Context: an optimization exercise on an open-source flow, tuned for small area and a short achievable clock period. The choices shown serve that exercise and are no tape-out recipe.
The RTL was checked by simulation tests, not by an equivalence proof against the original design.
Power is estimated from default activity; no workload was simulated.

## zinc
// max_pool_3x3
module max_pool_3x3 (
    input [31:0] v1,
    input [31:0] v2,
    input [31:0] v3,
    input [31:0] v4,
    input [31:0] v5,
    input [31:0] v6,
    input [31:0] v7,
    input [31:0] v8,
    input [31:0] v9,
    input en,
    input clk,
    output [31:0] selected);
Size: roughly 31 flip-flops, about 320 I/O pins, ~0.0094 mm2 of cells after synthesis.
==> flow/config.mk <==
export PLATFORM = sky130hd
export DESIGN_NAME = max_pool_3x3
export DESIGN_NICKNAME = max_pool_3x3
export VERILOG_FILES = /design/flow/design.v
export SDC_FILE = /design/flow/constraint.sdc
export NUM_CORES = 4
export LEC_CHECK = 0
export CAP_MARGIN = 20
export CORE_MARGIN = 2
export CORE_UTILIZATION = 40
export PLACE_DENSITY = 0.75
export SLEW_MARGIN = 20
==> flow/constraint.sdc <==
create_clock -name core_clock -period 12.0 [get_ports {clk}]
set_input_delay 2.4000 -clock core_clock [delete_from_list [all_inputs] [get_ports {clk}]]
set_output_delay 2.4000 -clock core_clock [all_outputs]
set_load 0.01 [all_outputs]
standard.sh (not shown) runs the stock make flow with config.mk's settings and CLKGATE_MAP_FILE= SYNTH_SCRIPT=/design/flow/synth_recipe.tcl, a recipe that flattens the netlist after the stock synthesis.
==> flow/flow/run.sh <==
#!/bin/bash
# The standard layout, with two changes: ABC maps the logic with flow/map.abc
# (delay-targeted mapping) and every port gets the smallest buffer cell.
set -euo pipefail
here=$(pwd)
export BUFFER_PORTS_ARGS="-buffer_cell sky130_fd_sc_hd__buf_1"
export SETUP_SLACK_MARGIN=5.5
export FLOW_ABC_SCRIPT=$here/flow/map.abc
sed "s|SYNTH_SCRIPT=[^ ]*|SYNTH_SCRIPT=$here/flow/synth.tcl|" standard.sh > flow_standard.sh
bash flow_standard.sh > standard_flow.log 2>&1
==> flow/flow/map.abc <==
strash
dch
map -D 2500
buffer
upsize -D 2500
dnsize -D 2500
==> flow/flow/synth.tcl <==
# The standard synthesis script, with ABC's mapping script replaced by flow/map.abc
proc synth {args} { yosys synth -nofsm -noshare {*}$args }
proc abc {args} {
  set i [lsearch -exact $args -script]
  if { $i >= 0 } { lset args [expr {$i + 1}] $::env(FLOW_ABC_SCRIPT) }
  yosys abc {*}$args
}
source $::env(SCRIPTS_DIR)/synth.tcl
# left out here: clear keep_hierarchy, flatten, clean up, hide names made inside functions, write 1_2_yosys.v
The following lists how lagoon was set up differently from zinc:
# zinc
export LEC_CHECK = 0
export CAP_MARGIN = 20
export CORE_MARGIN = 2
export CORE_UTILIZATION = 40
export PLACE_DENSITY = 0.75
export SLEW_MARGIN = 20
create_clock -name core_clock -period 12.0 [get_ports {clk}]
# lagoon
export LEC_CHECK = 0
export CAP_MARGIN = 20
export CORE_MARGIN = 2
export CORE_UTILIZATION = 40
export SETUP_SLACK_MARGIN = 5
export SLEW_MARGIN = 20
create_clock -name core_clock -period 12.0 [get_ports {clk}]
--- a/flow/flow/run.sh
+++ b/flow/flow/run.sh
@@ -5,5 +5,4 @@
 here=$(pwd)
 export BUFFER_PORTS_ARGS="-buffer_cell sky130_fd_sc_hd__buf_1"
-export SETUP_SLACK_MARGIN=5.5
 export FLOW_ABC_SCRIPT=$here/flow/map.abc
 sed "s|SYNTH_SCRIPT=[^ ]*|SYNTH_SCRIPT=$here/flow/synth.tcl|" standard.sh > flow_standard.sh
Notes after the runs:
As far as synthesized cell count goes, zinc and lagoon are indistinguishable; the numbers are identical.
Diff zinc -> lagoon | number of vias per cell after detailed routing | down by a few percent
Between lagoon and zinc, the number of antenna-violating nets in the routed design figures differ only marginally.
Post-synth net total: lagoon vs zinc, no meaningful difference
Higher final cell count goes to zinc over lagoon.
For the shortest period the worst path allows, lagoon came in 370 ps higher than zinc did.
Total setup buffers inserted after CTS: lagoon vs zinc down 10
Input changes introduced in fjord (baseline for comparison: lagoon):
# lagoon
export LEC_CHECK = 0
export CAP_MARGIN = 20
export CORE_MARGIN = 2
export CORE_UTILIZATION = 40
export SETUP_SLACK_MARGIN = 5
export SLEW_MARGIN = 20
create_clock -name core_clock -period 12.0 [get_ports {clk}]
# fjord
export LEC_CHECK = 0
export CAP_MARGIN = 20
export CORE_MARGIN = 2
export CORE_UTILIZATION = 40
export CTS_BUF_LIST = sky130_fd_sc_hd__clkbuf_4
export SLEW_MARGIN = 20
create_clock -name core_clock -period 12.0 [get_ports {clk}]
--- a/flow/flow/run.sh
+++ b/flow/flow/run.sh
@@ -5,4 +5,5 @@
 here=$(pwd)
 export BUFFER_PORTS_ARGS="-buffer_cell sky130_fd_sc_hd__buf_1"
+export SETUP_SLACK_MARGIN=5.5
 export FLOW_ABC_SCRIPT=$here/flow/map.abc
 sed "s|SYNTH_SCRIPT=[^ ]*|SYNTH_SCRIPT=$here/flow/synth.tcl|" standard.sh > flow_standard.sh
==> comparison <==
Diff lagoon -> fjord: maximum resistive drop on vdd now sits lower; cell area up 2.3%. fjord vs. lagoon: wire length went up by 2.0%. Comparing lagoon and fjord, the higher maximum net fanout on the critical path is on lagoon. When fjord is set beside lagoon, its routed length per instance turns out to be 1.1% larger. Summary — total buffers and inverters traversed by the critical path, fjord relative to lagoon: higher, by 1. fjord vs lagoon, share of power burned in the clock network went down by 6.1 points. Looking at worst setup slack, fjord sits 380 ps above lagoon. fjord has count of plain and timing-repair buffers in the layout above what lagoon had.
> inputs changed (fjord -> quartz)
# fjord
export LEC_CHECK = 0
export CAP_MARGIN = 20
export CORE_MARGIN = 2
export CORE_UTILIZATION = 40
export CTS_BUF_LIST = sky130_fd_sc_hd__clkbuf_4
export SLEW_MARGIN = 20
create_clock -name core_clock -period 12.0 [get_ports {clk}]
# quartz
export LEC_CHECK = 0
export CAP_MARGIN = 20
export CORE_MARGIN = 2
export CORE_UTILIZATION = 40
export SLEW_MARGIN = 20
create_clock -name core_clock -period 12.0 [get_ports {clk}]
--- a/flow/flow/run.sh
+++ b/flow/flow/run.sh
@@ -7,4 +7,4 @@
 export SETUP_SLACK_MARGIN=5.5
 export FLOW_ABC_SCRIPT=$here/flow/map.abc
-sed "s|SYNTH_SCRIPT=[^ ]*|SYNTH_SCRIPT=$here/flow/synth.tcl|" standard.sh > flow_standard.sh
+sed -e "s|SYNTH_SCRIPT=[^ ]*|SYNTH_SCRIPT=$here/flow/synth.tcl|" -e "s|CLKGATE_MAP_FILE= |CLKGATE_MAP_FILE= ABC_LOAD_IN_FF=12 |" standard.sh > flow_standard.sh
 bash flow_standard.sh > standard_flow.log 2>&1
### Flow results
Compared with fjord, quartz has less setup slack. From fjord to quartz the numbers moved as follows: hold slack lost 14 ps; total of clock buffers placed in the layout picked up an extra 2; number of gates resized after CTS picked up an extra about 40%; cell count neither gained nor lost much. quartz reports its end point of the critical path as q[18] while fjord reports q[22].

[static timing again, ports no longer ideal]
The results above use ideal ports. As a check the final layouts listed here were re-extracted and re-timed, cells and wires unchanged.
Step 1: set_driving_cell puts a clkbuf_16 on clk and a buf_2 on each other input, an assumption about the parent block.
Step 2, shift: input delay + t, output delay - t, t = (earliest + latest rising clock arrival at the registers) / 2. This alone moves slack from input paths to output paths.
Three values: ideal ports, drivers, drivers and shift; two values: the first two.
| run | t (ns) | setup WS [ns] | worst setup path after step 2 | cell pins on the clock port's net |
|---|---|---|---|---|
| zinc | 0.324 | 5.679 / 5.695 / 5.371 | input to register | 1 |
| lagoon | 0.322 | 5.308 / 5.318 / 4.997 | input to register | 1 |
| fjord | 0.381 | 5.686 / 5.696 / 5.315 | input to register | 1 |
| quartz | 0.323 | 5.661 / 5.678 / 5.355 | input to register | 1 |
After both steps every run listed still meets setup and hold. For fjord, which loses most, drivers alone change the setup slack by +0.010 ns; drivers and shift together by -0.371 ns.
